Context: an optimization exercise on an open-source flow, tuned for small area, a short achievable clock period and few clock cycles. The choices shown serve that exercise and are no tape-out recipe. RTL that was checked went through simulation tests only; none was proved equivalent to the original. No functional check of the RTL was part of runs 1 to 5. No activity file was given, so power comes from the tool's default toggle rates.

`design/flow/config.mk`:
```
export PLATFORM = sky130hd
export DESIGN_NAME = Div
export DESIGN_NICKNAME = Div
export VERILOG_FILES = /design/flow/design.v
export SDC_FILE = /design/flow/constraint.sdc
export NUM_CORES = 4
export LEC_CHECK = 0
export ABC_AREA = 1
export CAP_MARGIN = 20
export CORE_MARGIN = 2
export CORE_UTILIZATION = 40
export SETUP_SLACK_MARGIN = 2.0
export SLEW_MARGIN = 20
```
`design/flow/constraint.sdc`:
```
create_clock -name core_clock -period 6.0 [get_ports {clk}]
set_input_delay 1.2000 -clock core_clock [delete_from_list [all_inputs] [get_ports {clk}]]
set_output_delay 1.2000 -clock core_clock [all_outputs]
set_load 0.01 [all_outputs]
```
`design/flow/design.v`:
```
module Div (
    input wire clk,
    input wire reset_total,
    input wire reset_local,
    input wire [31:0] dividend_in,
    input wire [31:0] divisor_in,
    output reg zero_division_flag,
    output wire [31:0] remainder_out,
    output wire [31:0] quotient_out,
    output wire done
);
    function [6:0] lzc32;
        input [31:0] x;
        reg [15:0] v1; reg [15:0] c1;
        reg [7:0]  v2; reg [15:0] c2;
        reg [3:0]  v3; reg [11:0] c3;
        reg [1:0]  v4; reg [7:0]  c4;
        reg        v5; reg [4:0]  c5;
        integer k;
        begin
            for (k = 0; k < 16; k = k + 1) begin
                v1[k] = x[31-2*k] | x[30-2*k];
                c1[k] = ~x[31-2*k];
            end
            for (k = 0; k < 8; k = k + 1) begin
                v2[k] = v1[2*k] | v1[2*k+1];
                c2[2*k+:2] = v1[2*k] ? {1'b0, c1[2*k]} : {1'b1, c1[2*k+1]};
            end
            for (k = 0; k < 4; k = k + 1) begin
                v3[k] = v2[2*k] | v2[2*k+1];
                c3[3*k+:3] = v2[2*k] ? {1'b0, c2[4*k+:2]} : {1'b1, c2[4*k+2+:2]};
            end
            for (k = 0; k < 2; k = k + 1) begin
                v4[k] = v3[2*k] | v3[2*k+1];
                c4[4*k+:4] = v3[2*k] ? {1'b0, c3[6*k+:3]} : {1'b1, c3[6*k+3+:3]};
            end
            v5 = v4[0] | v4[1];
            c5 = v4[0] ? {1'b0, c4[3:0]} : {1'b1, c4[7:4]};
            lzc32 = {v5, ~v5, c5 & {5{v5}}};    
        end
    endfunction
    wire        sa = dividend_in[31];
    wire        sb = divisor_in[31];
    wire [6:0]  la = lzc32(sa ? {~dividend_in[30:0], 1'b1} : dividend_in);
    wire [6:0]  lb = lzc32(divisor_in ^ {32{sb}});
    wire        bz = ~sb & ~lb[6];
    wire        trivial = la[5:0] > lb[5:0];    
    reg  [31:0] r;       
    reg  [31:0] q;       
    reg  [32:0] d;       
    reg  [4:0]  cnt;     
    reg  [5:0]  za;      
    reg  [5:0]  zb;
    reg         run;     
    reg         p2;      
    reg         sr;      
    reg         sq;      
    wire [32:0] t = {r[31], r} + d + {32'd0, ~sq};
    wire        ge = sr ? (t[32] | (t == 33'd0)) : ~t[32];
    wire [5:0]  sd = zb - za;
    wire [4:0]  s = sd[5] ? 5'd31 : sd[4:0];
    reg  [32:0] d_sh;
    integer i;
    always @* begin
        d_sh = d;
        for (i = 0; i < 5; i = i + 1)
            if (s[i]) d_sh = (d_sh << (1 << i)) | (~({33{1'b1}} << (1 << i)) & {33{~sq}});
    end
    always @(posedge clk) begin
        if (reset_total) begin
            run <= 1'b0;
            p2 <= 1'b0;
        end else if (reset_local) begin
            run <= ~trivial & ~bz;
            p2 <= ~trivial & ~bz;
            za <= la[5:0];
            zb <= lb[5:0];
            d <= {sb, divisor_in} ^ {33{~(sa ^ sb)}};
            r <= bz ? 32'd0 : dividend_in;
            q <= 32'd0;
            sr <= sa;
            sq <= sa ^ sb;
            zero_division_flag <= bz;
        end else if (p2) begin
            p2 <= 1'b0;
            d <= d_sh;
            cnt <= s;
            if (!ge) run <= 1'b0;
            if (sq & ge) begin
                r <= t[31:0];
                q <= 32'hffffffff;
            end
        end else if (run) begin
            if (ge) r <= t[31:0];
            q <= {q[30:0], ge ^ sq};
            d <= {d[32], d[32:1]};
            cnt <= cnt - 5'd1;
            if (cnt == 5'd0) run <= 1'b0;
        end
    end
    assign done = ~run;
    assign quotient_out  = q;
    assign remainder_out = r;
endmodule
```
`design/flow/flow/run.sh`:
```
#!/bin/bash
# Standard layout (the standard.sh), with two synthesis choices changed:
# adders keep Yosys's default carry-lookahead mapping instead of the Kogge-Stone
# extra map, and are not turned into half/full adder cells, so ABC maps them.
set -euo pipefail
export ADDER_MAP_FILE=
export SYNTH_OPERATIONS_ARGS=-nordff
bash standard.sh > flow_make.log 2>&1
```
`design/flow/standard.sh`:
```
#!/bin/bash
# synth_recipe.tcl (not shown) runs the flow's synth.tcl, then flattens the netlist and writes it again
# the make line also repeats each setting of config.mk as NAME=value (left out here)
make -C /OpenROAD-flow-scripts/flow DESIGN_CONFIG=/design/flow/config.mk WORK_HOME=/design/flow/orfs CLKGATE_MAP_FILE= SYNTH_SCRIPT=/design/flow/synth_recipe.tcl "${@:-finish}"
```
==> PnR_summary.wiki, run 1 <==
{| class="wikitable"
! Metric !! Value
|-
| Largest buffer count on any clock path || 2
|-
| Clk pin slew, worst setup/hold paths || 0.06 ns
|-
| # rows || 58
|-
| Top flip-flop cell by instance count after synthesis || sky130_fd_sc_hd__edfxtp_1
|-
| Synthesized area per cell || 6.45 um2
|-
| Final standard cell area without fillers || 12,500 um2
|-
| Fraction of the cycle the final worst path needs || 62.3%
|-
| Power density relative to cell area || 291 nW/um2
|-
| CP cell instances || or2_1, nand2_1, nor2_1, a21oi_1, nor2_1, nor2_2, nand2_4, xor2_1, nor2_1, nand3_1, nor2_1, nand3_1, nor2_1, nand3_1, nand2_1, nand3_4, nand2_1, nand2_1, nor2_4, clkbuf_16
|-
| Path type of the worst setup path || register to register
|-
| Slew at the pin with the worst max-slew slack || 0.851 ns
|-
| Initial standard-cell utilization of the core || 40.8%
|-
| Global-route total usage across every layer || 26.0%
|-
| Count of final setup violators || 0
|-
| Total of flip-flops plus latches after synthesis || 119
|-
| Die height || 164 um
|-
| Cts hold-fix bufs || 0
|-
| Launch point of the critical path || d[11]
|-
| Peak ir drop on the vdd network || 0.151 mV
|-
| DIE WIDTH || 164 um
|-
| Detail-routed net length per standard cell || 17.1 um
|-
| Setup TNS Final || 0 ns
|-
| Final #Nets || 1,766
|-
| Number of clock sinks || 119
|-
| Standard cell area after detailed placement || 11,800 um2
|-
| Number of cells on the critical path || 20
|-
| Distinct cell type count of the synthesized netlist || 49
|-
| Fmax || 268 MHz
|-
| Wire length of the first global-routing pass || 53.9 mm
|-
| Input/output buffers || 132
|-
| Die footprint || 27,000 um2
|-
| Min cycle time layout || 3.74 ns
|-
| Total CTS buffers || 17
|-
| Sw Share || 40.6%
|-
| H-Tree Depth || 4
|-
| Seq pwr share || 30.9%
|-
| Worst slew margin || 43.2%
|-
| Max Fanout on Critical Path || 16
|-
| RSZ-0062 raised after global routing || yes
|-
| Proportion of layout cells with a drive suffix above 1 || 6.07%
|-
| Clock latency at the later pin of the worst-skew pair || 0.43 ns
|-
| Arrival time at the worst endpoint || 3.87 ns
|-
| Number of warnings printed during yosys synthesis || 1
|-
| Cell area after technology mapping || 10,300 um2
|-
| Net switching power figure || 1480 uW
|-
| Combinational share of power || 40.5%
|-
| Clock network power share || 28.6%
|-
| DRC violation count after routing || 0
|-
| TritonCTS clock tree || done
|-
| Final Slew Violations || 0
|-
| Leakage dissipation || 0.00575 uW
|-
| Endpoint of the most critical register-to-register path || r[0]
|-
| Antenna violations before repair || 0
|-
| Number of top-level design ports || 133
|-
| Max Clock Skew || 0.0124 ns
|-
| Max-cap check violation count || 0
|-
| Gate family responsible for the most delay along the worst path || simple AND/OR/NAND/NOR gates
|-
| Critical path destination || r[0]
|-
| Share of async-settable or async-resettable flops after synthesis || 0%
|-
| Critical Path Max Stage Delay || 0.51 ns
|-
| Post-Route Utilization || 49.8%
|-
| Outcome || complete, no violations
|-
| Final RePlAce weighted congestion || 0.915
|-
| Most area-consuming cells after synthesis || sky130_fd_sc_hd__edfxtp_1 (34%), sky130_fd_sc_hd__nand2_1 (18%), sky130_fd_sc_hd__nand3_1 (7.8%)
|-
| Sum of routed wire length over all layers || 34.8 mm
|-
| Gate count of the mapped netlist || 1,594
|-
| Minimum setup slack among reg-to-reg paths || 2.26 ns
|-
| Count of cells along the worst register-to-register path || 20
|-
| Endpoints failing hold || 0
|-
| Share of Yosys cell area claimed by the top area cell type || 34.2%
|-
| Internal power of the cells || 2170 uW
|-
| Reg-to-reg startpoint || d[11]
|-
| Sequential element share of the synthesized area || 34.6%
|-
| Critical Path Source Type || register
|-
| Number of vias per cell after detailed routing || 5.36
|-
| Required time reported for the critical path endpoint || 6.13 ns
|-
| Library cell occupying the most area in the post-synthesis netlist || sky130_fd_sc_hd__edfxtp_1
|-
| Sum of net half-perimeters after detailed placement || 26.2 mm
|-
| Sort of element at the end of the critical path || register
|-
| Source of the worst hold timing path || run
|-
| Root buffer cell || sky130_fd_sc_hd__clkbuf_16
|-
| Cell with the largest stage delay on the worst path || sky130_fd_sc_hd__edfxtp_1
|-
| Iteration count of the initial detailed-routing pass || 6
|-
| Count of inserted antenna diode cells || 0
|-
| Vias in the first global route || 10,000
|-
| Net Count, Synth || 1,661
|-
| Post-synthesis to final-layout area growth || 22.1%
|-
| ANT nets after route || 0
|-
| Critical Path Most Common Cell || sky130_fd_sc_hd__nor2_1
|-
| Core Area || 25,200 um2
|-
| 1st-iter DRT viols || 911
|-
| Global-route congestion overflow total || 0
|-
| Number of buffers and inverters on the critical path || 1
|-
| Total number of vias || 11,000
|-
| Post-synth EDFFs || 117
|-
| Maximum number of pins on one net before global-route repair || 59
|-
| Worst hold path type || register to register
|}
==> stage by stage <==
stage / hold WS (ns) / std cells / power (uW) / setup slack [ns]
after CTS: 0.550 / 2035 / 3640 / 1.94
after global placement: 0.522 / 2002 / 2570 / 1.39
after detailed placement: 0.541 / 2002 / 2580 / 1.25
final: 0.553 / 2042 / 3660 / 2.26
after floorplan: 0.469 / 1594 / 2130 / 2.10
after global routing: 0.579 / 2042 / 3890 / 1.94
==> worst min-delay path, delay by kind of cell, from the launching register on <==
kind / cells / cell delay, ns
compound gates: 1 / 0.07
flops: 1 / 0.33
simple gates: 1 / 0.10
==> layout make-up <==
| class | count | area, um2 |
|---|---|---|
| Tap cell | 330 | 413 |
| Timing Repair Buffer | 151 | 1510 |
| Sequential cell | 119 | 3550 |
| Clock buffer | 17 | 425 |
| Inverter | 179 | 672 |
| Fill cell | 2513 | 12600 |
| Clock inverter | 15 | 171 |
| Multi-Input combinational cell | 1231 | 5810 |
==> layout by cell type, fill, tap and decap left out, drive strengths merged, types with 4 or more instances in the layout <==
master	instances
o211ai	20
nand4	10
inv	182
clkinv	7
nand3	162
nand2	510
clkdlybuf4s50	129
clkbuf	19
or2	10
buf	20
xnor2	12
a21oi	96
nor3	4
o21ai	105
a31oi	8
edfxtp	117
o22ai	25
xor2	29
nor2	213
==> synthesized netlist by cell type (all sizes together) (4+ instances only) <==
master	n
a31oi	8
buf	35
o22ai	25
clkbuf	31
nor2	213
o21ai	105
nand4	10
a21oi	95
o211ai	20
nor3	4
edfxtp	117
or2	10
nand2	510
inv	177
xnor2	12
xor2	29
nand3	162
==> timing repair <==
item,in CTS,in global routing
setup buffers,0,6
endpoints found under the setup margin,58,109
resized for setup,3,12
cloned,1,1
pin swaps,0,2
==> worst min path at each step <==
stage / endpoint / slack [ns] / cells past startpoint
floorplan: run / 0.47 / 2
global placement: run / 0.52 / 2
detailed placement: run / 0.54 / 2
CTS: run / 0.55 / 2
global route: run / 0.58 / 2
finish: run / 0.55 / 2
==> power groups by stage <==
| stage | Clock (uW) | Combinational [uW] | Sequential, uW |
|---|---|---|---|
| 2_1_floorplan | 0 | 1010 | 1130 |
| 3_3_place_gp | 0 | 1430 | 1140 |
| 3_5_place_dp | 0 | 1440 | 1140 |
| 4_1_cts | 1060 | 1450 | 1130 |
| 5_1_grt | 1090 | 1660 | 1140 |
| 6_report | 1050 | 1480 | 1130 |
==> kinds of logic (layout without fill, tap and decap cells) <==
group	after synthesis	in the layout	synth area share [%]
flops	119	119	34.6
compound gates	274	275	14.9
buf+inv	245	362	9.74
xor+xnor	41	41	3.49
simple gates	915	915	37.3
==> state kept, by name, summed over array words and instances, names as in the netlist <==
name and count:
d 33, q 32, r 32, za 6, zb 6, cnt 5
p2 1, run 1, sq 1, sr 1, zero_division_flag 1
==> per-layer routing <==
metal | track usage, % | share of wire [%]
met1 | 36.8 | 46
met2 | 41.7 | 46
met3 | 3.01 | 6.4
met4 | 7.18 | 2.0
met5 | 0 | 0
==> inputs of run 2 (changes only) <==
--- a/design/flow/design.v
+++ b/design/flow/design.v
@@ -55,8 +55,12 @@
     reg         p2;      
     reg         sr;      
     reg         sq;      
-    wire [32:0] t = {r[31], r} + d + {32'd0, ~sq};
-    wire        ge = sr ? (t[32] | (t == 33'd0)) : ~t[32];
+    wire [32:0] rx = {r[31], r};
+    wire        ci = ~sq;
+    wire [32:0] t = rx + d + {32'd0, ci};
+    wire [32:0] hs = rx ^ d;
+    wire        tz = &(hs ~^ {rx[31:0] | d[31:0], ci});
+    wire        ge = sr ? (t[32] | tz) : ~t[32];
     wire [5:0]  sd = zb - za;
     wire [4:0]  s = sd[5] ? 5'd31 : sd[4:0];
     reg  [32:0] d_sh;
@@ -66,34 +70,41 @@
         for (i = 0; i < 5; i = i + 1)
             if (s[i]) d_sh = (d_sh << (1 << i)) | (~({33{1'b1}} << (1 << i)) & {33{~sq}});
     end
+    wire        start = reset_local & ~reset_total;
+    wire        go = ~trivial & ~bz;
+    wire        step = run & ~p2;
+    wire        take = ~reset_local & run & ge & (~p2 | sq);
+    wire        keep = ~reset_local & ~take;
+    wire [31:0] r_start = dividend_in & {32{~bz}};
+    wire [31:0] r_nx = ({32{take}} & t[31:0]) | ({32{keep}} & r) |
+                       ({32{reset_local}} & r_start);
     always @(posedge clk) begin
+        r <= r_nx;
+        if (reset_local)
+            d <= {sb, divisor_in} ^ {33{~(sa ^ sb)}};
+        else if (p2)
+            d <= d_sh;
+        else
+            d <= {d[32], d[32:1]};
         if (reset_total) begin
             run <= 1'b0;
             p2 <= 1'b0;
         end else if (reset_local) begin
-            run <= ~trivial & ~bz;
-            p2 <= ~trivial & ~bz;
+            run <= go;
+            p2 <= go;
             za <= la[5:0];
             zb <= lb[5:0];
-            d <= {sb, divisor_in} ^ {33{~(sa ^ sb)}};
-            r <= bz ? 32'd0 : dividend_in;
             q <= 32'd0;
             sr <= sa;
             sq <= sa ^ sb;
             zero_division_flag <= bz;
         end else if (p2) begin
             p2 <= 1'b0;
-            d <= d_sh;
             cnt <= s;
             if (!ge) run <= 1'b0;
-            if (sq & ge) begin
-                r <= t[31:0];
-                q <= 32'hffffffff;
-            end
+            q <= {32{sq & ge}};
         end else if (run) begin
-            if (ge) r <= t[31:0];
             q <= {q[30:0], ge ^ sq};
-            d <= {d[32], d[32:1]};
             cnt <= cnt - 5'd1;
             if (cnt == 5'd0) run <= 1'b0;
         end
==> run 2 against run 1 <==
Global-route usage fell by 0.083 points. Clock skew rose by 0.0012 ns. Sequential power barely moved. Final cell count rose by 5.3%. Clock-buffer cell count did not move. Non-clock buffer count fell by 6. Design area rose by 0.97%. Via count rose by 4.2%. Wire length rose by 4.8%. Area after synthesis rose by 2.0%. Critical path type is now input port to register.
==> PnR_summary.wiki, run 2 <==
{| class="wikitable"
! Metric !! Value
|-
| Outcome || complete, no violations
|-
| Detail-routed net length per standard cell || 17.0 um
|-
| Power density relative to cell area || 316 nW/um2
|-
| # rows || 59
|-
| Reg-to-reg startpoint || zb[1]
|-
| Arrival time at the worst endpoint || 4.01 ns
|-
| Iteration count of the initial detailed-routing pass || 5
|-
| Launch point of the critical path || reset_local
|-
| Post-synthesis share of cell area spent on xor and xnor gates || 8.96%
|-
| Fmax || 275 MHz
|-
| Peak ir drop on the vdd network || 0.157 mV
|-
| Maximum number of pins on one net before global-route repair || 57
|-
| Number of vias per cell after detailed routing || 5.31
|-
| Top flip-flop cell by instance count after synthesis || sky130_fd_sc_hd__dfxtp_1
|-
| Setup fix buffers added after clock tree synthesis || 0
|-
| Count of inserted antenna diode cells || 0
|-
| Worst hold path type || register to register
|-
| Initial standard-cell utilization of the core || 40.5%
|-
| Sum of net half-perimeters after detailed placement || 27.5 mm
|-
| Biggest regs || d (33), q (32), r (32)
|-
| Count of final setup violators || 0
|-
| Largest buffer count on any clock path || 2
|-
| Critical Path Max Stage Delay || 0.68 ns
|-
| Gate count of the mapped netlist || 1,704
|-
| Simple-gate share of the synthesized area || 43.9%
|-
| Post-synthesis to final-layout area growth || 20.8%
|-
| Number of flip-flops in the largest register || 33
|-
| Number of buffers and inverters on the critical path || 5
|-
| Global-route congestion overflow total || 0
|-
| Root buffer cell || sky130_fd_sc_hd__clkbuf_16
|-
| Max Fanout on Critical Path || 36
|-
| Most numerous cell in the Yosys netlist || sky130_fd_sc_hd__nand2_1
|-
| Leading post-synthesis cells by instance count || sky130_fd_sc_hd__nand2_1 (621), sky130_fd_sc_hd__nand3_1 (228), sky130_fd_sc_hd__inv_1 (153)
|-
| Cell with the largest stage delay on the worst path || sky130_fd_sc_hd__clkinv_1
|-
| Total CTS buffers || 17
|-
| Path type of the worst setup path || input port to register
|-
| Cell area after technology mapping || 10,500 um2
|-
| Total of flip-flops plus latches after synthesis || 119
|-
| Biggest register || d
|-
| Fraction of the mapped netlist area in compound gates || 10.1%
|-
| Post-synth EDFFs || 54
|-
| Sort of element at the end of the critical path || register
|-
| Number of top-level design ports || 133
|-
| Register area || 2920 um2
|-
| Cts hold-fix bufs || 0
|-
| Synthesized area per cell || 6.15 um2
|-
| Distinct cell type count of the synthesized netlist || 50
|-
| Multi-input gate area || 6630 um2
|-
| Core Area || 25,900 um2
|-
| Fraction of the cycle the final worst path needs || 60.7%
|-
| Antenna violations before repair || 0
|-
| Sum of routed wire length over all layers || 36.5 mm
|-
| Sequential element share of the synthesized area || 27.9%
|-
| Share of async-settable or async-resettable flops after synthesis || 0%
|-
| Proportion of layout cells with a drive suffix above 1 || 7.22%
|-
| Net Count, Synth || 1,771
|-
| Vias in the first global route || 10,600
|-
| Number of warnings printed during yosys synthesis || 1
|-
| Global-route total usage across every layer || 25.9%
|-
| Die footprint || 27,500 um2
|-
| Critical Path Most Common Cell || sky130_fd_sc_hd__buf_4
|-
| H-Tree Depth || 4
|-
| Wire length of the first global-routing pass || 56.6 mm
|-
| Final #Nets || 1,869
|-
| Final Slew Violations || 0
|-
| Final RePlAce weighted congestion || 0.905
|-
| Largest family of logic cells by synthesized area || simple AND/OR/NAND/NOR gates
|-
| CP cell instances || clkdlybuf4s50_1, buf_4, clkinv_1, nand2_1, nor2_1, a21boi_4, buf_4, nor2_1, buf_4, nand2_1, nand3_1
|-
| ANT nets after route || 0
|-
| DRC violation count after routing || 0
|-
| Input/output buffers || 132
|-
| Post-Route Utilization || 48.9%
|-
| Final standard cell area without fillers || 12,700 um2
|-
| 1st-iter DRT viols || 1,070
|-
| Gate family responsible for the most delay along the worst path || buffers and inverters
|-
| Library cell occupying the most area in the post-synthesis netlist || sky130_fd_sc_hd__nand2_1
|-
| Endpoints failing hold || 0
|-
| Max Clock Skew || 0.0135 ns
|-
| Setup TNS Final || 0 ns
|-
| Clock latency at the later pin of the worst-skew pair || 0.44 ns
|-
| Most area-consuming cells after synthesis || sky130_fd_sc_hd__nand2_1 (22%), sky130_fd_sc_hd__edfxtp_1 (15%), sky130_fd_sc_hd__dfxtp_1 (12%)
|-
| Share of Yosys cell area claimed by the top area cell type || 22.2%
|-
| TritonCTS clock tree || done
|-
| Die height || 166 um
|-
| Most frequent cells in the layout || sky130_fd_sc_hd__nand2_1 (621), sky130_fd_sc_hd__nand3_1 (227), sky130_fd_sc_hd__inv_1 (151)
|-
| Critical Path Source Type || input port
|-
| RSZ-0062 raised after global routing || no
|-
| Multiplexer share of the synthesized area || 0%
|-
| Min cycle time layout || 3.64 ns
|-
| Clk pin slew, worst setup/hold paths || 0.07 ns
|-
| Slew at the pin with the worst max-slew slack || 0.769 ns
|-
| DIE WIDTH || 166 um
|-
| Leakage dissipation || 0.00606 uW
|-
| Total number of vias || 11,400
|-
| Standard cell area after detailed placement || 12,000 um2
|-
| Worst slew margin || 48.7%
|-
| Fill cells || 2,727
|-
| Max-cap check violation count || 0
|-
| Source of the worst hold timing path || run
|-
| Total of cells resized after clock tree synthesis || 0
|-
| Leading cell type in the layout, fill and taps excluded || sky130_fd_sc_hd__nand2_1
|-
| Number of clock sinks || 119
|-
| Share of synthesized cell area in full adder, half adder and majority cells || 0%
|-
| Required time reported for the critical path endpoint || 6.37 ns
|}
==> run 2: through the flow <==
stage	std cells	total power [uW]	hold slack (ns)	setup slack, ns
2_1_floorplan	1704	2330	0.450	2.13
3_3_place_gp	2113	2860	0.481	1.90
3_5_place_dp	2113	2870	0.486	1.80
4_1_cts	2145	3960	0.496	2.15
5_1_grt	2150	4260	0.517	2.06
6_report	2150	4000	0.492	2.36
==> run 2: path summary, 6_finish.rpt <==
kind,to,slack (ns),depth (start not counted)
worst max-delay path,r[14],2.36,11
worst min-delay path,run,0.49,2
worst max register to register,d[32],2.38,21
worst min register to register,run,0.49,2
==> run 2: cells by family after synthesis <==
group,Yosys count
AOI/OAI and AO/OA,178
DFF,119
buffers and inverters,234
xor gates and xnor gates,103
and+or+nand+nor,1070
==> run 2: per-layer routing <==
layer  part of all wire (%)  GRT usage (%)  vias to the layer above
met5                      0              0                        -
li1                       -              -                     5717
met1                     46           36.2                     5205
met3                    7.1           3.67                       62
met2                     45           41.5                      426
met4                    2.5           7.90                        0
==> run 2: layout make-up <==
class | instances | area share [%]
Timing Repair Buffer | 145 | 11.5
Inverter | 165 | 4.94
Tap cell | 335 | 3.31
Timing Repair inverter | 1 | 0.0593
Clock buffer | 17 | 3.36
Clock inverter | 15 | 1.45
Sequential cell | 119 | 23.1
Multi-Input combinational cell | 1353 | 52.4
==> run 2: worst reg2reg max path, cell delays in order (launching register included) <==
cell and delay [ns]:
sky130_fd_sc_hd__edfxtp_1 0.39, sky130_fd_sc_hd__inv_1 0.07, sky130_fd_sc_hd__nand2_1 0.08, sky130_fd_sc_hd__nand3_1 0.11, sky130_fd_sc_hd__nand2_1 0.12, sky130_fd_sc_hd__nand2_1 0.08, sky130_fd_sc_hd__nand2_1 0.06, sky130_fd_sc_hd__nand2_1 0.09
sky130_fd_sc_hd__nand2_1 0.05, sky130_fd_sc_hd__nand2_1 0.35, sky130_fd_sc_hd__nand2_2 0.27, sky130_fd_sc_hd__nor2_4 0.49, sky130_fd_sc_hd__clkinvlp_4 0.42, sky130_fd_sc_hd__nand2_1 0.25, sky130_fd_sc_hd__inv_1 0.14, sky130_fd_sc_hd__nand3_1 0.10
sky130_fd_sc_hd__nand2_1 0.05, sky130_fd_sc_hd__inv_1 0.04, sky130_fd_sc_hd__nand2_1 0.04, sky130_fd_sc_hd__nand2_1 0.05, sky130_fd_sc_hd__nand3_1 0.14, sky130_fd_sc_hd__nand2_1 0.10
==> run 2: where the power goes <==
part	internal [uW]	switching [uW]	leakage [uW]
Sequential	966	152	0.00106
Clock	630	461	0.000299
Combinational	645	1140	0.00470
==> inputs of run 3 (changes only) <==
--- a/design/flow/config.mk
+++ b/design/flow/config.mk
@@ -9,5 +9,5 @@
 export CAP_MARGIN = 20
 export CORE_MARGIN = 2
 export CORE_UTILIZATION = 40
-export SETUP_SLACK_MARGIN = 2.0
+export SETUP_SLACK_MARGIN = 2.6
 export SLEW_MARGIN = 20
==> run 3 against run 2 <==
Worst hold slack worse by 0.0031 ns. Sequential power hardly changed. Area after synthesis stayed put. Critical path depth is 3 lower. Total power is 0.18% higher. Clock power hardly changed. Via count is 0.60% higher. Synthesized cell count stayed put. Global-route usage is 0.12 points higher. Flip-flop and latch count stayed put. Largest power group unchanged. Highest routed layer unchanged.
==> PnR_summary.wiki, run 3 <==
{| class="wikitable"
! Metric !! Value
|-
| H-Tree Depth || 4
|-
| Sum of net half-perimeters after detailed placement || 27.5 mm
|-
| Biggest register || d
|-
| Share of Yosys cell area claimed by the top area cell type || 22.2%
|-
| Multi-input gate area || 6730 um2
|-
| Post-Route Utilization || 49.7%
|-
| Endpoints failing hold || 0
|-
| 1st-iter DRT viols || 1,015
|-
| Number of vias per cell after detailed routing || 5.31
|-
| Final #Nets || 1,880
|-
| Number of clock sinks || 119
|-
| Antenna violations before repair || 0
|-
| Launch point of the critical path || reset_local
|-
| Arrival time at the worst endpoint || 3.75 ns
|-
| Post-synthesis to final-layout area growth || 22.8%
|-
| Minimum setup slack after placement || 1.87 ns
|-
| Fraction of the cycle the final worst path needs || 56.5%
|-
| Total Power || 4000 uW
|-
| Library cell occupying the most area in the post-synthesis netlist || sky130_fd_sc_hd__nand2_1
|-
| Peak ir drop on the vdd network || 0.175 mV
|-
| Largest buffer count on any clock path || 2
|-
| Die height || 166 um
|-
| Total CTS buffers || 17
|-
| Worst hold stages || 2
|-
| Power density relative to cell area || 311 nW/um2
|-
| Final RePlAce weighted congestion || 0.899
|-
| Required time reported for the critical path endpoint || 6.36 ns
|-
| Leakage dissipation || 0.00614 uW
|-
| Most numerous cell in the Yosys netlist || sky130_fd_sc_hd__nand2_1
|-
| TritonCTS clock tree || done
|-
| Sort of element at the end of the critical path || register
|-
| Number of top-level design ports || 133
|-
| Biggest regs || d (33), q (32), r (32)
|-
| Setup TNS Final || 0 ns
|-
| Iteration count of the initial detailed-routing pass || 10
|-
| Cell area after technology mapping || 10,500 um2
|-
| # rows || 59
|-
| Max-cap check violation count || 0
|-
| Final Slew Violations || 0
|-
| Reg-to-reg startpoint || sq
|-
| Synthesized area per cell || 6.15 um2
|-
| Source of the worst hold timing path || run
|-
| DRC violation count after routing || 0
|-
| Clock latency at the later pin of the worst-skew pair || 0.42 ns
|-
| Path type of the worst setup path || input port to register
|-
| Outcome || complete, no violations
|-
| Most frequent cells in the layout || sky130_fd_sc_hd__nand2_1 (616), sky130_fd_sc_hd__nand3_1 (226), sky130_fd_sc_hd__inv_1 (151)
|-
| Endpoint of the worst hold path || run
|-
| Slew at the pin with the worst max-slew slack || 0.900 ns
|-
| DIE WIDTH || 166 um
|-
| Maximum number of pins on one net before global-route repair || 57
|-
| Wire length of the first global-routing pass || 57.2 mm
|-
| Count of cells along the worst register-to-register path || 12
|-
| Count of final setup violators || 0
|-
| Endpoint of the most critical register-to-register path || r[26]
|-
| RSZ-0062 raised after global routing || yes
|-
| Vias in the first global route || 10,600
|-
| Min cycle time layout || 3.39 ns
|-
| Input/output buffers || 132
|-
| Global-route congestion overflow total || 0
|-
| Count of inserted antenna diode cells || 0
|-
| Max Fanout on Critical Path || 36
|-
| Number of flip-flops in the largest register || 33
|-
| Initial standard-cell utilization of the core || 40.5%
|-
| Gate count of the mapped netlist || 1,704
|-
| Detail-routed net length per standard cell || 17.3 um
|-
| Share of async-settable or async-resettable flops after synthesis || 0%
|-
| Post-synth EDFFs || 54
|-
| Fill cells || 2,626
|-
| Critical Path Source Type || input port
|-
| Top flip-flop cell by instance count after synthesis || sky130_fd_sc_hd__dfxtp_1
|-
| Total number of vias || 11,500
|-
| Cts hold-fix bufs || 0
|-
| Net Count, Synth || 1,771
|-
| Distinct cell type count of the synthesized netlist || 50
|-
| Total of flip-flops plus latches after synthesis || 119
|-
| Global-route total usage across every layer || 26.0%
|-
| Most area-consuming cells after synthesis || sky130_fd_sc_hd__nand2_1 (22%), sky130_fd_sc_hd__edfxtp_1 (15%), sky130_fd_sc_hd__dfxtp_1 (12%)
|-
| Leading cell type in the layout, fill and taps excluded || sky130_fd_sc_hd__nand2_1
|-
| Minimum setup slack among reg-to-reg paths || 2.64 ns
|-
| Clk pin slew, worst setup/hold paths || 0.07 ns
|-
| ANT nets after route || 0
|-
| Sequential element share of the synthesized area || 27.9%
|-
| Core Area || 25,900 um2
|-
| Root buffer cell || sky130_fd_sc_hd__clkbuf_16
|-
| Proportion of layout cells with a drive suffix above 1 || 8.82%
|-
| Fmax || 295 MHz
|-
| PnR worst setup slack || 2.61 ns
|-
| Leading post-synthesis cells by instance count || sky130_fd_sc_hd__nand2_1 (621), sky130_fd_sc_hd__nand3_1 (228), sky130_fd_sc_hd__inv_1 (153)
|-
| Sum of routed wire length over all layers || 37.5 mm
|-
| Number of warnings printed during yosys synthesis || 1
|-
| Worst hold path type || register to register
|-
| Hold slack final || 0.489 ns
|-
| Die footprint || 27,500 um2
|-
| Worst slew margin || 39.7%
|-
| Max Clock Skew || 0.0147 ns
|-
| Register area || 2920 um2
|}
run 3: cell counts after synthesis:
Identical to the previous run, type by type.
run 3: logic make-up (layout without fill, tap and decap cells):
kind of cell    Yosys count  after routing  synth area share [%]
compound gates          178            179                  10.1
xor+xnor                103            103                  8.96
simple gates           1070           1072                  43.9
buf+inv                 234            353                  9.16
flops                   119            119                  27.9
run 3: how the worst max path moves through the flow:
| stage | end | slack (ns) | cells after the start |
|---|---|---|---|
| after floorplan | q[0] | 2.75 | 4 |
| after global placement | run | 1.88 | 13 |
| after detailed placement | run | 1.87 | 13 |
| after CTS | d[5] | 2.61 | 18 |
| after global routing | d[31] | 2.52 | 21 |
| final | r[26] | 2.61 | 8 |
run 3: area by class of cell:
type                       instances  share of cell area, %
multi-input combinational       1354                   52.2
sequential                       119                   22.7
timing repair buffer             154                   12.1
inverter                         165                   4.96
clock buffer                      18                   3.33
tap                              335                   3.26
clock inverter                    14                   1.27
timing repair inverter             2                 0.0972
run 3: what timing repair did:
item,CTS,global route
gates resized for setup,13,23
setup buffers,2,8
gates cloned,4,2
hold endpoints to repair,0,0
endpoints found under the setup margin,66,98
pin swaps,2,2
run 3: metrics by stage:
stage / cell area [um2] / cells
after floorplan: 10500 / 1704
after global placement: 12000 / 2113
after detailed placement: 12000 / 2113
after CTS: 12600 / 2151
after global routing: 12900 / 2161
final: 12900 / 2161
run 3: worst max-delay path, stage by stage:
cell	delay, ns
sky130_fd_sc_hd__clkdlybuf4s50_1	0.40
sky130_fd_sc_hd__buf_4	0.26
sky130_fd_sc_hd__clkinv_2	0.30
sky130_fd_sc_hd__nand2_1	0.12
sky130_fd_sc_hd__nor2_1	0.40
sky130_fd_sc_hd__a21boi_2	0.79
sky130_fd_sc_hd__nand3_1	0.15
sky130_fd_sc_hd__nand3_1	0.13
run 3: power by group:
part,total (uW),internal (uW),switching [uW]
Sequential,1120,966,157
Combinational,1820,670,1160
Clock,1060,624,432
run 3: metal layers:
layer,track usage [%],vias up,wire length [um]
met1,37.1,5254,17500
met5,0,-,0
met4,7.18,0,644
li1,-,5752,-
met3,2.86,37,2550
met2,41.7,435,16800
==> inputs of run 4 (changes only) <==
--- a/design/flow/design.v
+++ b/design/flow/design.v
@@ -72,12 +72,9 @@
     end
     wire        start = reset_local & ~reset_total;
     wire        go = ~trivial & ~bz;
-    wire        step = run & ~p2;
-    wire        take = ~reset_local & run & ge & (~p2 | sq);
-    wire        keep = ~reset_local & ~take;
-    wire [31:0] r_start = dividend_in & {32{~bz}};
-    wire [31:0] r_nx = ({32{take}} & t[31:0]) | ({32{keep}} & r) |
-                       ({32{reset_local}} & r_start);
+    wire        take = run & ge & (~p2 | sq);
+    wire [31:0] r_it = ({32{take}} & t[31:0]) | ({32{~take}} & r);
+    wire [31:0] r_nx = reset_local ? dividend_in & {32{~bz}} : r_it;
     always @(posedge clk) begin
         r <= r_nx;
         if (reset_local)
--- a/design/flow/config.mk
+++ b/design/flow/config.mk
@@ -9,5 +9,5 @@
 export CAP_MARGIN = 20
 export CORE_MARGIN = 2
 export CORE_UTILIZATION = 40
-export SETUP_SLACK_MARGIN = 2.6
+export SETUP_SLACK_MARGIN = 3.2
 export SLEW_MARGIN = 20
==> run 4 against run 3 <==
Sequential power about the same. Worst hold slack better by 0.055 ns. Wire length up 11%. Die area up 2.5%. Synthesized cell count down 2.3%. Still clean. Critical path depth up 10. Total power up 8.8%. Setup slack better by 0.62 ns. Area after synthesis up 2.6%. Via count up 6.3%. Register-to-register slack better by 0.64 ns.
==> PnR_summary.wiki, run 4 <==
{| class="wikitable"
! Metric !! Value
|-
| Outcome || complete, no violations
|-
| Post-Route Utilization || 57.6%
|-
| Peak ir drop on the vdd network || 0.131 mV
|-
| Post-synthesis to final-layout area growth || 42.6%
|-
| Dpl cells || 2,080
|-
| DIE WIDTH || 168 um
|-
| Register area || 3260 um2
|-
| Most area-consuming cells after synthesis || sky130_fd_sc_hd__edfxtp_1 (24%), sky130_fd_sc_hd__nand2_1 (23%), sky130_fd_sc_hd__nand3_1 (8.9%)
|-
| # rows || 60
|-
| Die height || 168 um
|-
| ANT nets after route || 0
|-
| RSZ-0062 raised after global routing || yes
|-
| Max Clock Skew || 0.0122 ns
|-
| Number of vias per cell after detailed routing || 5.41
|-
| DRC violation count after routing || 0
|-
| Launch point of the critical path || divisor_in[31]
|-
| Leakage dissipation || 0.00742 uW
|-
| Share of async-settable or async-resettable flops after synthesis || 0%
|-
| Count of cells along the worst register-to-register path || 18
|-
| Library cell occupying the most area in the post-synthesis netlist || sky130_fd_sc_hd__edfxtp_1
|-
| Fraction of the cycle the final worst path needs || 46.3%
|-
| Critical path destination || run
|-
| Critical Path Source Type || input port
|-
| Fmax || 360 MHz
|-
| Clk pin slew, worst setup/hold paths || 0.06 ns
|-
| 1st-iter DRT viols || 1,225
|-
| Fill cells || 2,444
|-
| Worst slew margin || 41.1%
|-
| Top flip-flop cell by instance count after synthesis || sky130_fd_sc_hd__edfxtp_1
|-
| Most frequent cells in the layout || sky130_fd_sc_hd__nand2_1 (595), sky130_fd_sc_hd__nand3_1 (178), sky130_fd_sc_hd__inv_1 (126)
|-
| Sum of net half-perimeters after detailed placement || 26.7 mm
|-
| Path type of the worst setup path || input port to register
|-
| Proportion of layout cells with a drive suffix above 1 || 24.8%
|-
| Setup TNS Final || 0 ns
|-
| Clock latency at the later pin of the worst-skew pair || 0.42 ns
|-
| Number of warnings printed during yosys synthesis || 1
|-
| Gate count of the mapped netlist || 1,664
|-
| Share of Yosys cell area claimed by the top area cell type || 24.0%
|-
| Slew at the pin with the worst max-slew slack || 0.877 ns
|-
| Maximum number of pins on one net before global-route repair || 55
|-
| Sequential element share of the synthesized area || 30.2%
|-
| Global-route total usage across every layer || 27.1%
|-
| Root buffer cell || sky130_fd_sc_hd__clkbuf_16
|-
| Count of inserted antenna diode cells || 0
|-
| Number of clock sinks || 119
|-
| Required time reported for the critical path endpoint || 6.32 ns
|-
| Wire length of the first global-routing pass || 59.7 mm
|-
| Endpoints failing hold || 0
|-
| Initial standard-cell utilization of the core || 40.4%
|-
| Final RePlAce weighted congestion || 0.932
|-
| Sort of element at the end of the critical path || register
|-
| H-Tree Depth || 4
|-
| Cts hold-fix bufs || 0
|-
| Vias in the first global route || 10,900
|-
| Minimum setup slack among reg-to-reg paths || 3.28 ns
|-
| Input/output buffers || 132
|-
| Total Power || 4360 uW
|-
| Die footprint || 28,200 um2
|-
| TritonCTS clock tree || done
|-
| Distinct cell type count of the synthesized netlist || 51
|-
| Largest buffer count on any clock path || 2
|-
| Arrival time at the worst endpoint || 3.09 ns
|-
| Max-cap check violation count || 0
|-
| Total number of vias || 12,200
|-
| Final Slew Violations || 0
|-
| Cell area after technology mapping || 10,800 um2
|-
| Multi-input gate area || 7610 um2
|-
| Min cycle time layout || 2.78 ns
|-
| Post-synth EDFFs || 86
|-
| Leading post-synthesis cells by instance count || sky130_fd_sc_hd__nand2_1 (653), sky130_fd_sc_hd__nand3_1 (192), sky130_fd_sc_hd__inv_1 (149)
|-
| Number of top-level design ports || 133
|-
| Core Area || 26,700 um2
|-
| Hold slack final || 0.544 ns
|-
| Iteration count of the initial detailed-routing pass || 9
|-
| Global-route congestion overflow total || 0
|-
| Antenna violations before repair || 0
|-
| Final standard cell count with taps included and fillers excluded || 2,258
|-
| Final #Nets || 1,971
|-
| Leading cell type in the layout, fill and taps excluded || sky130_fd_sc_hd__nand2_1
|-
| Worst hold path type || register to register
|-
| Synthesized area per cell || 6.46 um2
|-
| Net Count, Synth || 1,731
|-
| Power density relative to cell area || 284 nW/um2
|-
| Detail-routed net length per standard cell || 18.5 um
|-
| Most numerous cell in the Yosys netlist || sky130_fd_sc_hd__nand2_1
|-
| Total of flip-flops plus latches after synthesis || 119
|-
| Max Fanout on Critical Path || 8
|-
| Total CTS buffers || 17
|-
| Sum of routed wire length over all layers || 41.7 mm
|-
| Count of final setup violators || 0
|}
-- run 4: routing by layer --
layer	track usage, %	share of wire, %	vias to the layer above
met5	0	0	-
li1	-	-	5870
met2	44.5	47	517
met1	36.8	42	5718
met3	3.53	7.3	101
met4	9.64	3.7	0
-- run 4: cell type report --
| cell class | count | share of cell area (%) |
|---|---|---|
| clock inverters | 14 | 1.29 |
| inverters | 163 | 4.45 |
| flip-flops and latches | 119 | 21.2 |
| repair buffers | 278 | 17.7 |
| clock buffers | 18 | 2.80 |
| well taps | 341 | 2.78 |
| multi-input cells | 1323 | 49.6 |
| repair inverters | 2 | 0.106 |
-- run 4: through the flow --
| stage | setup slack [ns] | instance area (um2) |
|---|---|---|
| floorplan | 2.88 | 10900 |
| global placement | 1.95 | 12300 |
| detailed placement | 1.94 | 12300 |
| CTS | 3.14 | 14000 |
| global route | 3.08 | 15300 |
| finish | 3.23 | 15300 |
-- run 4: worst min-delay path by stage --
| stage | startpoint | end | cells after the start |
|---|---|---|---|
| finish | q[28] | q[29] | 2 |
| CTS | q[28] | q[29] | 2 |
| global route | q[1] | q[2] | 2 |
| global placement | q[27] | q[28] | 2 |
| floorplan | d[5] | d[4] | 2 |
| detailed placement | q[0] | q[1] | 2 |
-- run 4: kinds of logic after synthesis --
| family | after synthesis | share of synthesized area (%) |
|---|---|---|
| buf+inv | 229 | 9.13 |
| flops | 119 | 30.2 |
| xor+xnor | 115 | 10.4 |
| simple gates | 1050 | 42.1 |
| compound gates | 151 | 8.16 |
-- run 4: where the power goes --
group	internal [uW]	switching, uW	leakage (uW)
clock network	699	413	0.000303
logic	817	1290	0.00600
registers	1000	135	0.00112
total	2520	1840	0.00742
-- run 4: repair_timing --
item | 4_1_cts | 5_1_grt
gates resized for setup | 191 | 213
buffers inserted | 52 | 74
gates cloned | 11 | 9
hold endpoints to repair | 0 | 0
pin swaps | 61 | 106
setup endpoints to repair | 178 | 148
-- run 4: worst max-delay path: stages --
cell	delay (ns)
sky130_fd_sc_hd__buf_16	0.14
sky130_fd_sc_hd__buf_12	0.13
sky130_fd_sc_hd__xnor2_4	0.15
sky130_fd_sc_hd__nand4_1	0.17
sky130_fd_sc_hd__nor2_2	0.15
sky130_fd_sc_hd__buf_4	0.14
sky130_fd_sc_hd__nand3_4	0.10
sky130_fd_sc_hd__nand2_4	0.13
sky130_fd_sc_hd__o21a_1	0.18
sky130_fd_sc_hd__nand2_1	0.07
sky130_fd_sc_hd__nand2_1	0.06
sky130_fd_sc_hd__nand2_1	0.05
sky130_fd_sc_hd__nand2_1	0.05
sky130_fd_sc_hd__nand2_1	0.06
sky130_fd_sc_hd__nand2_2	0.10
sky130_fd_sc_hd__nand2_2	0.05
sky130_fd_sc_hd__nor2_1	0.09
sky130_fd_sc_hd__nor2_1	0.05
==> inputs of run 5 (changes only) <==
--- a/design/flow/config.mk
+++ b/design/flow/config.mk
@@ -9,5 +9,5 @@
 export CAP_MARGIN = 20
 export CORE_MARGIN = 2
 export CORE_UTILIZATION = 40
-export SETUP_SLACK_MARGIN = 3.2
+export SETUP_SLACK_MARGIN = 2.6
 export SLEW_MARGIN = 20
==> run 5 against run 4 <==
Still clean on timing, DRC and antenna. Sequential share of layout area is 3.3 points higher. Combinational power fell by 16%. Clock skew shrank 0.0017 ns. Global-route usage is 2.4 points lower. Final cell count fell by 5.3%. Worst hold slack gained 0.0055 ns. Clock power decreased by 9%. Flip-flop and latch count unchanged. Synthesized cell count stayed put. Setup slack worse by 0.49 ns. Register-to-register slack lost 0.54 ns. Critical path type is now register to register. Largest power group unchanged. Highest routed layer unchanged.
==> PnR_summary.wiki, run 5 <==
{| class="wikitable"
! Metric !! Value
|-
| Global-route total usage across every layer || 24.7%
|-
| Max Clock Skew || 0.0105 ns
|-
| Synthesized area per cell || 6.46 um2
|-
| Slew at the pin with the worst max-slew slack || 0.798 ns
|-
| Leading post-synthesis cells by instance count || sky130_fd_sc_hd__nand2_1 (653), sky130_fd_sc_hd__nand3_1 (192), sky130_fd_sc_hd__inv_1 (149)
|-
| Path type of the worst setup path || register to register
|-
| Total of flip-flops plus latches after synthesis || 119
|-
| Sum of net half-perimeters after detailed placement || 26.5 mm
|-
| Gate count of the mapped netlist || 1,664
|-
| DIE WIDTH || 168 um
|-
| Global-route congestion overflow total || 0
|-
| Setup TNS Final || 0 ns
|-
| Clk pin slew, worst setup/hold paths || 0.06 ns
|-
| Internal power of the cells || 2220 uW
|-
| Critical Path Source Type || register
|-
| Vias in the first global route || 10,300
|-
| Top flip-flop cell by instance count after synthesis || sky130_fd_sc_hd__edfxtp_1
|-
| Number of top-level design ports || 133
|-
| Fmax || 306 MHz
|-
| Maximum number of pins on one net before global-route repair || 55
|-
| Total number of vias || 11,200
|-
| Fill cells || 2,698
|-
| Gate family responsible for the most delay along the worst path || simple AND/OR/NAND/NOR gates
|-
| Root buffer cell || sky130_fd_sc_hd__clkbuf_16
|-
| Endpoints failing hold || 0
|-
| Peak ir drop on the vdd network || 0.145 mV
|-
| Die footprint || 28,200 um2
|-
| Reg-to-reg startpoint || zb[1]
|-
| ANT nets after route || 0
|-
| Input/output buffers || 132
|-
| Worst hold path type || register to register
|-
| Most area-consuming cells after synthesis || sky130_fd_sc_hd__edfxtp_1 (24%), sky130_fd_sc_hd__nand2_1 (23%), sky130_fd_sc_hd__nand3_1 (8.9%)
|-
| Sort of element at the end of the critical path || register
|-
| Distinct cell type count of the synthesized netlist || 51
|-
| Dpl cells || 2,083
|-
| Multi-input gate area || 6700 um2
|-
| Cts hold-fix bufs || 0
|-
| Post-synth EDFFs || 86
|-
| Minimum setup slack after placement || 1.82 ns
|-
| Max Fanout on Critical Path || 24
|-
| Leading cell type in the layout, fill and taps excluded || sky130_fd_sc_hd__nand2_1
|-
| Number of vias per cell after detailed routing || 5.24
|-
| Final standard cell count with taps included and fillers excluded || 2,139
|-
| Share of Yosys cell area claimed by the top area cell type || 24.0%
|-
| RSZ-0062 raised after global routing || yes
|-
| Final #Nets || 1,852
|-
| Min cycle time layout || 3.26 ns
|-
| Seq pwr share || 28.8%
|-
| Most numerous cell in the Yosys netlist || sky130_fd_sc_hd__nand2_1
|-
| Number of warnings printed during yosys synthesis || 1
|-
| Library cell occupying the most area in the post-synthesis netlist || sky130_fd_sc_hd__edfxtp_1
|-
| Critical Path Max Stage Delay || 0.40 ns
|-
| 1st-iter DRT viols || 947
|-
| Iteration count of the initial detailed-routing pass || 8
|-
| Initial standard-cell utilization of the core || 40.4%
|-
| Combinational share of power || 45.3%
|-
| Max-cap check violation count || 0
|-
| DRC violation count after routing || 0
|-
| Wire length of the first global-routing pass || 54.6 mm
|-
| Count of final setup violators || 0
|-
| Net Count, Synth || 1,731
|-
| TritonCTS clock tree || done
|-
| Clock latency at the later pin of the worst-skew pair || 0.43 ns
|-
| Proportion of layout cells with a drive suffix above 1 || 9.62%
|-
| Arrival time at the worst endpoint || 3.44 ns
|-
| PnR worst setup slack || 2.74 ns
|-
| Number of clock sinks || 119
|-
| Power density relative to cell area || 297 nW/um2
|-
| Cell area after technology mapping || 10,800 um2
|-
| Worst slew margin || 46.4%
|-
| Fraction of the cycle the final worst path needs || 54.4%
|-
| Final RePlAce weighted congestion || 0.906
|-
| Sum of routed wire length over all layers || 35.8 mm
|-
| Detail-routed net length per standard cell || 16.7 um
|-
| Most frequent cells in the layout || sky130_fd_sc_hd__nand2_1 (645), sky130_fd_sc_hd__nand3_1 (192), sky130_fd_sc_hd__inv_1 (148)
|-
| Final Slew Violations || 0
|-
| Register area || 3240 um2
|-
| Leakage dissipation || 0.00634 uW
|-
| Die height || 168 um
|-
| Launch point of the critical path || zb[1]
|-
| Share of async-settable or async-resettable flops after synthesis || 0%
|-
| Sw Share || 43.3%
|-
| CP cell instances || xnor2_1, nand2_1, nand2_1, nand2_1, nand2_1, nand2_1, nand2_2, nand2_8, nand3_4, buf_4, nand2_1, nand3_1, nand3_1, nand3_1, nand3_1, nand3_1, nand2_1
|-
| Critical Path Most Common Cell || sky130_fd_sc_hd__nand2_1
|-
| Count of inserted antenna diode cells || 0
|-
| Largest buffer count on any clock path || 2
|-
| Required time reported for the critical path endpoint || 6.18 ns
|-
| Net switching power figure || 1690 uW
|-
| Clock network power share || 25.9%
|-
| Cell with the largest stage delay on the worst path || sky130_fd_sc_hd__edfxtp_1
|-
| Outcome || complete, no violations
|-
| Antenna violations before repair || 0
|-
| H-Tree Depth || 4
|-
| Sequential element share of the synthesized area || 30.2%
|-
| Total CTS buffers || 17
|-
| Source of the worst hold timing path || q[3]
|-
| Core Area || 26,700 um2
|-
| Post-synthesis to final-layout area growth || 22.6%
|-
| Number of buffers and inverters on the critical path || 1
|-
| # rows || 60
|}
run 5: final cells by class:
class,instances,area share (%)
Clock buffer,17,3.23
Clock inverter,15,1.10
Inverter,163,4.82
Multi-Input combinational cell,1319,50.8
Sequential cell,119,24.6
Tap cell,341,3.24
Timing Repair Buffer,164,12.2
Timing Repair inverter,1,0.0569
run 5: kinds of logic (layout without fill, tap and decap cells):
logic type	Yosys count	after routing	synth area share, %
simple gates	1050	1053	42.1
compound gates	151	151	8.16
xor+xnor	115	115	10.4
flops	119	119	30.2
buf+inv	229	360	9.13
run 5: power by group through the flow:
stage	Sequential, uW	Combinational, uW	Clock, uW
3_3_place_gp	1140	1660	0
3_5_place_dp	1140	1660	0
2_1_floorplan	1100	1200	0
5_1_grt	1140	1950	1060
4_1_cts	1120	1690	1020
6_report	1130	1770	1010
run 5: metrics by stage:
stage	cell area (um2)	power [uW]	utilization, %	hold WS, ns
final	13200	3910	49.5	0.549
after CTS	12900	3840	48.3	0.551
after detailed placement	12200	2800	45.9	0.537
after floorplan	10800	2300	-	0.508
after global placement	12200	2800	45.9	0.527
after global routing	13200	4150	49.5	0.565
run 5: worst register-to-register path, stage by stage (launching register included):
cell and delay, ns:
sky130_fd_sc_hd__edfxtp_1 0.40, sky130_fd_sc_hd__xnor2_1 0.29, sky130_fd_sc_hd__nand2_1 0.11, sky130_fd_sc_hd__nand2_1 0.14
sky130_fd_sc_hd__nand2_1 0.07, sky130_fd_sc_hd__nand2_1 0.07, sky130_fd_sc_hd__nand2_1 0.20, sky130_fd_sc_hd__nand2_2 0.20
sky130_fd_sc_hd__nand2_8 0.16, sky130_fd_sc_hd__nand3_4 0.25, sky130_fd_sc_hd__buf_4 0.28, sky130_fd_sc_hd__nand2_1 0.16
sky130_fd_sc_hd__nand3_1 0.12, sky130_fd_sc_hd__nand3_1 0.09, sky130_fd_sc_hd__nand3_1 0.11, sky130_fd_sc_hd__nand3_1 0.13
sky130_fd_sc_hd__nand3_1 0.18, sky130_fd_sc_hd__nand2_1 0.07
run 5: metal layers:
| metal | vias up | wire length (um) | track usage, % |
|---|---|---|---|
| li1 | 5631 | - | - |
| met1 | 5084 | 16000 | 33.8 |
| met2 | 436 | 16500 | 40.6 |
| met3 | 63 | 2430 | 3.46 |
| met4 | 0 | 815 | 7.56 |
| met5 | - | 0 | 0 |
run 5: repair_timing:
action                                  CTS  global route
buffers inserted                          1            18
cloned                                    3             1
endpoints found under the setup margin   69           100
pin swaps                                 2             6
resized for setup                        12            38
run 5: worst paths after layout:
| path | slack [ns] | end | cells after the start |
|---|---|---|---|
| min | 0.55 | q[4] | 2 |
| max reg2reg | 2.74 | d[32] | 17 |
| min reg2reg | 0.55 | q[4] | 2 |
| max | 2.74 | d[32] | 17 |
==> inputs of run 6 (changes only) <==
--- a/design/flow/design.v
+++ b/design/flow/design.v
@@ -41,16 +41,19 @@
     endfunction
     wire        sa = dividend_in[31];
     wire        sb = divisor_in[31];
+    wire        ca = sa & ~&(dividend_in[31:1] | ~dividend_in[30:0]);
     wire [6:0]  la = lzc32(sa ? {~dividend_in[30:0], 1'b1} : dividend_in);
     wire [6:0]  lb = lzc32(divisor_in ^ {32{sb}});
+    wire [4:0]  lb5 = lb[4:0] | {5{lb[5]}};
     wire        bz = ~sb & ~lb[6];
-    wire        trivial = la[5:0] > lb[5:0];    
+    wire [6:0]  cmp = {1'b0, la[5:0]} + {2'b11, ~lb5} + {6'd0, ca};
+    wire        trivial = ~cmp[6];
     reg  [31:0] r;       
     reg  [31:0] q;       
     reg  [32:0] d;       
-    reg  [4:0]  cnt;     
-    reg  [5:0]  za;      
-    reg  [5:0]  zb;
+    reg  [4:0]  za;      
+    reg  [4:0]  zb;      
+    reg         zc;      
     reg         run;     
     reg         p2;      
     reg         sr;      
@@ -61,8 +64,7 @@
     wire [32:0] hs = rx ^ d;
     wire        tz = &(hs ~^ {rx[31:0] | d[31:0], ci});
     wire        ge = sr ? (t[32] | tz) : ~t[32];
-    wire [5:0]  sd = zb - za;
-    wire [4:0]  s = sd[5] ? 5'd31 : sd[4:0];
+    wire [4:0]  s = zb + ~za + {4'd0, ~zc};
     reg  [32:0] d_sh;
     integer i;
     always @* begin
@@ -73,10 +75,11 @@
     wire        start = reset_local & ~reset_total;
     wire        go = ~trivial & ~bz;
     wire        take = run & ge & (~p2 | sq);
-    wire [31:0] r_it = ({32{take}} & t[31:0]) | ({32{~take}} & r);
-    wire [31:0] r_nx = reset_local ? dividend_in & {32{~bz}} : r_it;
     always @(posedge clk) begin
-        r <= r_nx;
+        if (reset_local)
+            r <= dividend_in & {32{~bz}};
+        else if (take)
+            r <= t[31:0];
         if (reset_local)
             d <= {sb, divisor_in} ^ {33{~(sa ^ sb)}};
         else if (p2)
@@ -89,21 +92,22 @@
         end else if (reset_local) begin
             run <= go;
             p2 <= go;
-            za <= la[5:0];
-            zb <= lb[5:0];
+            za <= la[4:0];
+            zb <= lb5;
+            zc <= ca;
             q <= 32'd0;
             sr <= sa;
             sq <= sa ^ sb;
             zero_division_flag <= bz;
         end else if (p2) begin
             p2 <= 1'b0;
-            cnt <= s;
+            za <= s;
             if (!ge) run <= 1'b0;
             q <= {32{sq & ge}};
         end else if (run) begin
             q <= {q[30:0], ge ^ sq};
-            cnt <= cnt - 5'd1;
-            if (cnt == 5'd0) run <= 1'b0;
+            za <= za - 5'd1;
+            if (za == 5'd0) run <= 1'b0;
         end
     end
     assign done = ~run;
==> run 6 against run 5 <==
Highest routed layer unchanged. Utilization down 0.13 points. Sequential share of layout area is essentially flat. Total power is 5.1% higher. Sequential power barely moved. Critical path type is now input port to register. Clock skew up 0.0078 ns. Clock power rose by 8%.
==> PnR_summary.wiki, run 6 <==
{| class="wikitable"
! Metric !! Value
|-
| DIE WIDTH || 165 um
|-
| Gate count of the mapped netlist || 1,670
|-
| Maximum number of pins on one net before global-route repair || 49
|-
| ANT nets after route || 0
|-
| Most numerous cell in the Yosys netlist || sky130_fd_sc_hd__nand2_1
|-
| Arrival time at the worst endpoint || 3.72 ns
|-
| Clk pin slew, worst setup/hold paths || 0.07 ns
|-
| Sum of routed wire length over all layers || 36.2 mm
|-
| Vias in the first global route || 10,300
|-
| Total CTS buffers || 17
|-
| Required time reported for the critical path endpoint || 6.36 ns
|-
| Detail-routed net length per standard cell || 17.1 um
|-
| Die footprint || 27,100 um2
|-
| Max-cap check violation count || 0
|-
| H-Tree Depth || 4
|-
| Iteration count of the initial detailed-routing pass || 5
|-
| Count of inserted antenna diode cells || 0
|-
| Biggest regs || d (33), q (32), r (32)
|-
| Net Count, Synth || 1,737
|-
| Core Area || 25,300 um2
|-
| Final Slew Violations || 0
|-
| Biggest register || d
|-
| Die height || 165 um
|-
| CP cell instances || clkdlybuf4s50_1, inv_1, nand2_1, o21ai_0, and2_1, nand2_1, nor2_8, o21ai_0, o22a_1, nand2_1, nand2_1, nand2_1, nand2_1, nor2_1, nor2_1
|-
| Number of clock sinks || 113
|-
| Clock network power share || 26.5%
|-
| 1st-iter DRT viols || 863
|-
| Share of Yosys cell area claimed by the top area cell type || 23.3%
|-
| TritonCTS clock tree || done
|-
| Internal power of the cells || 2290 uW
|-
| Count of final setup violators || 0
|-
| Antenna violations before repair || 0
|-
| Sw Share || 44.3%
|-
| Max Clock Skew || 0.0183 ns
|-
| Largest buffer count on any clock path || 2
|-
| # rows || 58
|-
| Most area-consuming cells after synthesis || sky130_fd_sc_hd__edfxtp_1 (23%), sky130_fd_sc_hd__nand2_1 (23%), sky130_fd_sc_hd__inv_1 (7.0%)
|-
| RSZ-0062 raised after global routing || yes
|-
| Top flip-flop cell by instance count after synthesis || sky130_fd_sc_hd__edfxtp_1
|-
| Final standard cell count with taps included and fillers excluded || 2,112
|-
| Distinct cell type count of the synthesized netlist || 56
|-
| Number of buffers and inverters on the critical path || 2
|-
| Initial standard-cell utilization of the core || 40.9%
|-
| Wire length of the first global-routing pass || 56.0 mm
|-
| Critical Path Max Stage Delay || 0.66 ns
|-
| Combinational share of power || 46.2%
|-
| Setup TNS Final || 0 ns
|-
| Gate family responsible for the most delay along the worst path || compound AO/OA/AOI/OAI gates
|-
| Critical Path Most Common Cell || sky130_fd_sc_hd__nand2_1
|-
| Path type of the worst setup path || input port to register
|-
| Total number of vias || 11,300
|-
| Post-synthesis to final-layout area growth || 20.8%
|-
| Max Fanout on Critical Path || 7
|-
| Fmax || 298 MHz
|-
| Fraction of the cycle the final worst path needs || 56.0%
|-
| Dpl cells || 2,077
|-
| Input/output buffers || 132
|-
| Worst slew margin || 35.6%
|-
| Leading cell type in the layout, fill and taps excluded || sky130_fd_sc_hd__nand2_1
|-
| Fill cells || 2,654
|-
| Final #Nets || 1,836
|-
| Leakage dissipation || 0.00591 uW
|-
| Synthesized area per cell || 6.18 um2
|-
| DRC violation count after routing || 0
|-
| Min cycle time layout || 3.36 ns
|-
| Total of flip-flops plus latches after synthesis || 113
|-
| Most frequent cells in the layout || sky130_fd_sc_hd__nand2_1 (622), sky130_fd_sc_hd__inv_1 (190), sky130_fd_sc_hd__o21ai_0 (133)
|-
| Minimum setup slack after placement || 1.49 ns
|-
| Final RePlAce weighted congestion || 0.948
|-
| Net switching power figure || 1820 uW
|-
| Global-route total usage across every layer || 27.0%
|-
| Slew at the pin with the worst max-slew slack || 0.964 ns
|-
| Number of top-level design ports || 133
|-
| Cell area after technology mapping || 10,300 um2
|-
| Critical Path Source Type || input port
|-
| Proportion of layout cells with a drive suffix above 1 || 7.97%
|-
| Outcome || complete, no violations
|-
| Number of flip-flops in the largest register || 33
|-
| PnR worst setup slack || 2.64 ns
|-
| Sort of element at the end of the critical path || register
|-
| Leading post-synthesis cells by instance count || sky130_fd_sc_hd__nand2_1 (624), sky130_fd_sc_hd__inv_1 (192), sky130_fd_sc_hd__o21ai_0 (135)
|-
| Number of vias per cell after detailed routing || 5.33
|-
| Sequential element share of the synthesized area || 29.7%
|-
| Post-synth EDFFs || 80
|-
| Clock latency at the later pin of the worst-skew pair || 0.44 ns
|-
| Worst hold path type || register to register
|-
| Seq pwr share || 27.3%
|-
| Peak ir drop on the vdd network || 0.174 mV
|-
| Power density relative to cell area || 330 nW/um2
|-
| Library cell occupying the most area in the post-synthesis netlist || sky130_fd_sc_hd__edfxtp_1
|-
| Global-route congestion overflow total || 0
|-
| Sum of net half-perimeters after detailed placement || 27.4 mm
|-
| Root buffer cell || sky130_fd_sc_hd__clkbuf_16
|-
| Share of async-settable or async-resettable flops after synthesis || 0%
|-
| Hold slack final || 0.546 ns
|-
| Cell with the largest stage delay on the worst path || sky130_fd_sc_hd__o21ai_0
|-
| Endpoints failing hold || 0
|-
| Number of warnings printed during yosys synthesis || 1
|}
## run 6: stage by stage
stage | cell area, um2 | util, % | power (uW)
2_1_floorplan | 10300 | - | 2400
3_3_place_gp | 11800 | 46.7 | 2970
3_5_place_dp | 11800 | 46.7 | 2970
4_1_cts | 12400 | 49.2 | 4080
5_1_grt | 12500 | 49.3 | 4390
6_report | 12500 | 49.3 | 4110
## run 6: tightest hold or removal path, stage by stage (launching register included)
cell and delay (ns):
sky130_fd_sc_hd__edfxtp_1 0.34, sky130_fd_sc_hd__nand2_1 0.06, sky130_fd_sc_hd__nand2_1 0.05
## run 6: repair_timing
item                       4_1_cts  5_1_grt
setup buffers                    0        2
setup endpoints to repair       70       61
cloned                           1        0
pin swaps                        0        0
resized for setup                8       13
hold buffers                     0        0
## run 6: path summary, 6_finish.rpt
path | start | to | slack [ns] | depth (start not counted)
min | q[2] | q[3] | 0.55 | 2
min reg2reg | q[2] | q[3] | 0.55 | 2
max | divisor_in[21] | run | 2.64 | 15
max reg2reg | r[23] | r[10] | 2.77 | 12
## run 6: kinds of logic (layout without fill, tap and decap cells)
family,count (synthesis),in the layout,synth area share [%]
simple gates,942,942,38.1
compound gates,298,298,16.6
buf+inv,270,381,11.3
flops,113,113,29.7
xor+xnor,42,43,3.75
mux,5,5,0.485
## run 6: power by group through the flow
stage | Combinational, uW | Sequential [uW] | Clock (uW)
after global routing | 2130 | 1130 | 1130
after detailed placement | 1840 | 1130 | 0
final | 1900 | 1120 | 1090
after global placement | 1830 | 1130 | 0
after CTS | 1860 | 1120 | 1100
after floorplan | 1300 | 1110 | 0
## run 6: metal layers
layer / vias up / track usage, % / wire [um]
met3: 57 / 4.87 / 2580
met2: 414 / 43.7 / 16300
met1: 5164 / 36.1 / 16100
met5: - / 0 / 0
li1: 5627 / - / -
met4: 0 / 9.84 / 1170
## run 6: layout make-up
class | instances | area [um2] | area share (%)
Sequential cell | 113 | 3060 | 24.6
Inverter | 201 | 772 | 6.19
Tap cell | 330 | 413 | 3.31
Multi-Input combinational cell | 1288 | 6170 | 49.5
Timing Repair Buffer | 148 | 1430 | 11.5
Clock buffer | 17 | 425 | 3.41
Clock inverter | 15 | 186 | 1.50
Testbench counts of run 6, summed over its fixed seeds: cycles 22,792.

## what the ideal ports hide
The results above use ideal ports. As a check the final layouts listed here were re-extracted and re-timed, cells and wires unchanged.
Step 1, drivers: a clkbuf_16 drives clk and a buf_2 each remaining input, both assumed.
Step 2 times the ports against the registers' clock, not the clock port: input delays grow and output delays shrink by t, the midpoint of the rising clock arrivals with the driver on.
Slacks: ideal ports / drivers / drivers and shift; pairs: ideal ports / drivers.
run | t (ns) | setup slack, ns | worst setup path at the end | slew at the worst register clock pin (ns) | worst data-port slew with drivers (ns)
run 1 | 0.464 | 2.265 / 2.254 / 1.790 | input to register | 0.07 / 0.07 | 0.07
run 2 | 0.476 | 2.361 / 2.368 / 1.892 | input to register | 0.07 / 0.07 | 0.07
run 3 | 0.462 | 2.608 / 2.622 / 2.161 | input to register | 0.07 / 0.07 | 0.06
run 4 | 0.468 | 3.225 / 2.967 / 2.499 | input to register | 0.06 / 0.06 | 0.37
run 5 | 0.474 | 2.737 / 2.737 / 2.335 | input to register | 0.06 / 0.06 | 0.04
run 6 | 0.477 | 2.639 / 2.666 / 2.189 | input to register | 0.08 / 0.08 | 0.04
After both steps every run listed still meets setup and hold. The setup slack of run 4, which loses most, moves by -0.258 ns with the drivers and by -0.726 ns with both steps.
